This design comes from an exercise in tuning for small area on the open sky130 flow, not from production work.
Only simulation tests tie the RTL to the original design; equivalence was not proved.
No driver is modelled on the clock port, so clocking that relies on it looks cheaper here than on a real chip.
Power is estimated from default activity; no workload was simulated.

## run 1
Design spi_flash_top, start of the top module:
module spi_flash_top(
    input               clk     ,
    input               rst_n   ,
    input               miso    ,
    output              mosi    ,
    output              sclk    ,
    output              cs_n    ,
    input       [2:0]   key_in  ,
    output      [5:0]   seg_sel ,
    output      [7:0]   seg_dig
    );
Size in the first run: roughly 520 cells after synthesis.
export LEC_CHECK = 0
export CAP_MARGIN = 20
export CORE_MARGIN = 2
export CORE_UTILIZATION = 70
export SLEW_MARGIN = 20
create_clock -name core_clock -period 10.0 [get_ports {clk}]
standard.sh (not shown) runs the stock make flow with config.mk's settings and CLKGATE_MAP_FILE= SYNTH_SCRIPT=/design/flow/synth_recipe.tcl, a recipe that flattens the netlist after the stock synthesis.
==> flow/flow/run.sh <==
#!/bin/bash
# Own layout flow:
#  1. the standard synthesis (standard.sh synth), unchanged;
#  2. its combinational logic mapped again by ABC for area; the registers,
#     their names and cell types, and the tie cells are kept as they are;
#  3. the standard layout (standard.sh finish) on that netlist, with
#     small port buffers and a clock tree without dummy loads.
# Each tool's output goes to a log file of its own in this folder.
set -euo pipefail
W=$(pwd)
R=$W/orfs/results/$FLOW_PLATFORM/spi_flash_top/base
LIB=$FLOW_HOME/platforms/$FLOW_PLATFORM/lib/sky130_fd_sc_hd__tt_025C_1v80.lib

bash standard.sh synth > $W/flow_synth.log 2>&1

cp $R/1_2_yosys.v $W/std_netlist.v
DU=$(awk '/DONT_USE_CELLS/,/^$/' $FLOW_HOME/platforms/$FLOW_PLATFORM/config.mk \
     | tr ' \\' '\n\n' | grep '^sky130' | sort -u | sed 's/^/-dont_use /' | tr '\n' ' ')
ABCS='+strash;&get,-n;&deepsyn,-T,30;&put;&get,-n;&dch,-f;&nf,-R,1000;&put'
cat > $W/remap.ys <<EOY
read_liberty -ignore_miss_func $LIB
read_verilog $W/std_netlist.v
hierarchy -top $FLOW_TOP
blackbox sky130_fd_sc_hd__df* sky130_fd_sc_hd__edf* sky130_fd_sc_hd__sdf* sky130_fd_sc_hd__dl* sky130_fd_sc_hd__conb_1
flatten
opt_clean
abc -liberty $LIB $DU -script $ABCS
opt_clean -purge
hilomap -singleton -hicell sky130_fd_sc_hd__conb_1 HI -locell sky130_fd_sc_hd__conb_1 LO
insbuf -buf sky130_fd_sc_hd__buf_4 A X
splitnets
opt_clean -purge
hierarchy -top $FLOW_TOP
tee -o $W/remap_stat.txt stat -liberty $LIB
write_verilog -noattr -nohex -nodec $W/remap_netlist.v
EOY
yosys -s $W/remap.ys > $W/flow_remap.log 2>&1
cp $W/remap_netlist.v $R/1_2_yosys.v
touch $R/1_2_yosys.v

export CTS_ARGS="-sink_clustering_enable -repair_clock_nets -buf_list sky130_fd_sc_hd__clkbuf_8 -dont_use_dummy_load"
export BUFFER_PORTS_ARGS="-buffer_cell sky130_fd_sc_hd__buf_1"
bash standard.sh finish > $W/flow_layout.log 2>&1
Run 1: all stages complete, timing, DRC and antenna checks passed
Inputs modified between run 1 and run 2:
- CTS_BUF_LIST: unset -> sky130_fd_sc_hd__clkbuf_4 sky130_fd_sc_hd__clkbuf_8
==> flow/flow/run.sh <==
#!/bin/bash
# Own layout flow: the standard synthesis, then the combinational logic
# is mapped again by ABC for area (registers, tie cells and their names are
# kept as the standard synthesis made them), then the standard layout.
set -euo pipefail
W=$(pwd)
R=$W/orfs/results/$FLOW_PLATFORM/spi_flash_top/base
LIB=$FLOW_HOME/platforms/$FLOW_PLATFORM/lib/sky130_fd_sc_hd__tt_025C_1v80.lib

bash standard.sh synth > $W/flow_synth.log 2>&1

cp $R/1_2_yosys.v $W/std_netlist.v
DU=$(awk '/DONT_USE_CELLS/,/^$/' $FLOW_HOME/platforms/$FLOW_PLATFORM/config.mk \
     | tr ' \\' '\n\n' | grep '^sky130' | sort -u | sed 's/^/-dont_use /' | tr '\n' ' ')
cat > $W/remap.ys <<EOY
read_liberty -ignore_miss_func $LIB
read_verilog $W/std_netlist.v
hierarchy -top $FLOW_TOP
blackbox sky130_fd_sc_hd__df* sky130_fd_sc_hd__edf* sky130_fd_sc_hd__sdf* sky130_fd_sc_hd__dl* sky130_fd_sc_hd__conb_1
flatten
opt_clean
abc -liberty $LIB $DU
opt_clean -purge
hilomap -singleton -hicell sky130_fd_sc_hd__conb_1 HI -locell sky130_fd_sc_hd__conb_1 LO
insbuf -buf sky130_fd_sc_hd__buf_4 A X
splitnets
opt_clean -purge
hierarchy -top $FLOW_TOP
tee -o $W/remap_stat.txt stat -liberty $LIB
write_verilog -noattr -nohex -nodec $W/remap_netlist.v
EOY
yosys -s $W/remap.ys > $W/flow_remap.log 2>&1
cp $W/remap_netlist.v $R/1_2_yosys.v
touch $R/1_2_yosys.v

bash standard.sh finish > $W/flow_layout.log 2>&1
Results
Post-route cell area: run 2 > run 1. Compared with run 1, run 2 shows mean cell area of the mapped netlist lower by about 4%. Run 2 has largest driver fanout on the critical path above what run 1 had. Compared to run 1, run 2 has share of total power in the clock network 4.2 points higher. Run 2: flow completed, timing, DRC and antenna clean. Run 2 vs. run 1: non-filler instance count after layout rose 59, net count after synthesis rose about 9%. In run 2, the worst hold slack across all endpoints came out 8.8 ps above the value in run 1.
### run 2 -> run 3
- CTS_BUF_LIST removed (was sky130_fd_sc_hd__clkbuf_4 sky130_fd_sc_hd__clkbuf_8)
==> flow/flow/run.sh <==
#!/bin/bash
# Own layout flow:
#  1. the standard synthesis (standard.sh synth), unchanged;
#  2. its combinational logic mapped again by ABC for area; the registers,
#     their names and cell types, and the tie cells are kept as they are;
#  3. the standard layout (standard.sh finish) on that netlist, with
#     small port buffers and a clock tree without dummy loads.
# Each tool's output goes to a log file of its own in this folder.
set -euo pipefail
W=$(pwd)
R=$W/orfs/results/$FLOW_PLATFORM/spi_flash_top/base
LIB=$FLOW_HOME/platforms/$FLOW_PLATFORM/lib/sky130_fd_sc_hd__tt_025C_1v80.lib

bash standard.sh synth > $W/flow_synth.log 2>&1

cp $R/1_2_yosys.v $W/std_netlist.v
DU=$(awk '/DONT_USE_CELLS/,/^$/' $FLOW_HOME/platforms/$FLOW_PLATFORM/config.mk \
     | tr ' \\' '\n\n' | grep '^sky130' | sort -u | sed 's/^/-dont_use /' | tr '\n' ' ')
ABCS='+strash;&get,-n;&deepsyn,-T,30;&put;&get,-n;&dch,-f;&nf,-R,1000;&put'
cat > $W/remap.ys <<EOY
read_liberty -ignore_miss_func $LIB
read_verilog $W/std_netlist.v
hierarchy -top $FLOW_TOP
blackbox sky130_fd_sc_hd__df* sky130_fd_sc_hd__edf* sky130_fd_sc_hd__sdf* sky130_fd_sc_hd__dl* sky130_fd_sc_hd__conb_1
flatten
opt_clean
abc -liberty $LIB $DU -script $ABCS
opt_clean -purge
hilomap -singleton -hicell sky130_fd_sc_hd__conb_1 HI -locell sky130_fd_sc_hd__conb_1 LO
insbuf -buf sky130_fd_sc_hd__buf_4 A X
splitnets
opt_clean -purge
hierarchy -top $FLOW_TOP
tee -o $W/remap_stat.txt stat -liberty $LIB
write_verilog -noattr -nohex -nodec $W/remap_netlist.v
EOY
yosys -s $W/remap.ys > $W/flow_remap.log 2>&1
cp $W/remap_netlist.v $R/1_2_yosys.v
touch $R/1_2_yosys.v

export CTS_ARGS="-sink_clustering_enable -repair_clock_nets -buf_list sky130_fd_sc_hd__clkbuf_4 -dont_use_dummy_load"
export PRE_CTS_TCL=$W/flow/pre_cts.tcl
export BUFFER_PORTS_ARGS="-buffer_cell sky130_fd_sc_hd__buf_1"
bash standard.sh finish > $W/flow_layout.log 2>&1
==> flow/flow/pre_cts.tcl (new file) <==
configure_cts_characterization -max_slew 0.08 -max_cap 0.04
[summary]
- Number of nets in the finished design delta for run 3 relative to run 2: 7.1% lower
- Global-route usage was lower in the run labelled run 3.
- Per the comparison of run 3 with run 2, proportion of power drawn by combinational gates increased by 0.9 points relative to the old numbers; share of power burned in the clock network dropped 10 points.
Inputs modified between run 3 and run 4:
- CTS_BUF_LIST: unset -> sky130_fd_sc_hd__clkbuf_4 sky130_fd_sc_hd__clkbuf_8
==> flow/run.sh (new file) <==
#!/bin/bash
# synth_recipe.tcl (not shown) runs the flow's synth.tcl, then flattens the netlist and writes it again
# the make line also repeats each setting of config.mk as NAME=value (left out here)
make -C /OpenROAD-flow-scripts/flow DESIGN_CONFIG=/design/flow/config.mk WORK_HOME=/design/flow/orfs CLKGATE_MAP_FILE= SYNTH_SCRIPT=/design/flow/synth_recipe.tcl finish
removed: flow/flow/run.sh
removed: flow/flow/pre_cts.tcl
removed: flow/standard.sh
Results
In terms of number of antenna violations at the first check in global routing, run 3 and run 4 differ only marginally.
Iteration-0 DRC count of the detailed router, run 4 and run 3: larger value in run 3
Going from run 3 to run 4, setup slack of the critical path after layout shrinks by 190 ps.
[diff] relative slew slack, run 4 relative to run 3: regression
Diff run 4 and run 3: post-synthesis net count lower in run 3
Run 4 vs run 3 — cell area climbed by more than 10%
Run 3 → run 4: aggregate routed wire length climbed 18%, hold slack climbed 26 ps.
[inputs] run 5 vs run 4
- CTS_BUF_LIST: sky130_fd_sc_hd__clkbuf_4 sky130_fd_sc_hd__clkbuf_8 -> unset
==> flow/flow/run.sh (new file) <==
#!/bin/bash
# Own layout flow: the standard synthesis, then the combinational logic
# is mapped again by ABC for area (registers, tie cells and their names are
# kept as the standard synthesis made them), then the standard layout.
set -euo pipefail
W=$(pwd)
R=$W/orfs/results/$FLOW_PLATFORM/spi_flash_top/base
LIB=$FLOW_HOME/platforms/$FLOW_PLATFORM/lib/sky130_fd_sc_hd__tt_025C_1v80.lib

bash standard.sh synth > $W/flow_synth.log 2>&1

cp $R/1_2_yosys.v $W/std_netlist.v
DU=$(awk '/DONT_USE_CELLS/,/^$/' $FLOW_HOME/platforms/$FLOW_PLATFORM/config.mk \
     | tr ' \\' '\n\n' | grep '^sky130' | sort -u | sed 's/^/-dont_use /' | tr '\n' ' ')
cat > $W/remap.ys <<EOY
read_liberty -ignore_miss_func $LIB
read_verilog $W/std_netlist.v
hierarchy -top $FLOW_TOP
blackbox sky130_fd_sc_hd__df* sky130_fd_sc_hd__edf* sky130_fd_sc_hd__sdf* sky130_fd_sc_hd__dl* sky130_fd_sc_hd__conb_1
flatten
opt_clean
abc -liberty $LIB $DU
opt_clean -purge
hilomap -singleton -hicell sky130_fd_sc_hd__conb_1 HI -locell sky130_fd_sc_hd__conb_1 LO
insbuf -buf sky130_fd_sc_hd__buf_4 A X
splitnets
opt_clean -purge
hierarchy -top $FLOW_TOP
tee -o $W/remap_stat.txt stat -liberty $LIB
write_verilog -noattr -nohex -nodec $W/remap_netlist.v
EOY
yosys -s $W/remap.ys > $W/flow_remap.log 2>&1
cp $W/remap_netlist.v $R/1_2_yosys.v
touch $R/1_2_yosys.v

export CTS_ARGS="-sink_clustering_enable -repair_clock_nets -buf_list sky130_fd_sc_hd__clkbuf_8 -dont_use_dummy_load"
bash standard.sh finish > $W/flow_layout.log 2>&1
==> flow/standard.sh (new file) <==
#!/bin/bash
# synth_recipe.tcl (not shown) runs the flow's synth.tcl, then flattens the netlist and writes it again
# the make line also repeats each setting of config.mk as NAME=value (left out here)
make -C /OpenROAD-flow-scripts/flow DESIGN_CONFIG=/design/flow/config.mk WORK_HOME=/design/flow/orfs CLKGATE_MAP_FILE= SYNTH_SCRIPT=/design/flow/synth_recipe.tcl "${@:-finish}"
removed: flow/run.sh
Results
- Run 5 vs run 4 on utilization: run 5 is the higher one.
- Compared with run 4, run 5 is the less power-hungry design.
- In run 5 the total sequential power turned out about 2.6% higher than in run 4.
- Sequential share of layout area ends up higher on run 5.
- Run 5 against run 4: final worst-path setup slack +100 ps, non-clock buffer count +1, cell area -8.8%, combinational cell fraction of total power +0.2 points, amount of wire on met3 after detailed routing -6.6%.
- Run 5 has final cell count without fillers below what run 4 had.

re-timing with driven ports:
How much do the figures lean on ideal ports? The routed layouts below were timed once more, with nothing changed but the port constraints.
Step 1 sets driving cells, clkbuf_16 on the clock port and buf_2 on the other inputs (assumed; they add their load-dependent delay and slew).
Step 2 also shifts input and output timing later by t, the mid clock arrival at the registers, as if the neighbouring blocks saw the same clock.
Three values: ideal ports, drivers, drivers and shift; two values: the first two.
run	t (ns)	setup WS [ns]	hold WS [ns]	pins driven straight from the clock port
run 1	0.457	5.127 / 5.095 / 5.552	0.344 / 0.344 / 0.344	1
run 2	0.468	5.577 / 5.542 / 6.010	0.353 / 0.353 / 0.353	1
run 3	0.525	5.677 / 5.644 / 6.169	0.329 / 0.329 / 0.329	1
run 4	0.477	5.485 / 5.485 / 5.485	0.355 / 0.355 / 0.355	1
run 5	0.469	5.586 / 5.550 / 6.018	0.348 / 0.348 / 0.348	1
After both steps every run listed still meets setup and hold.
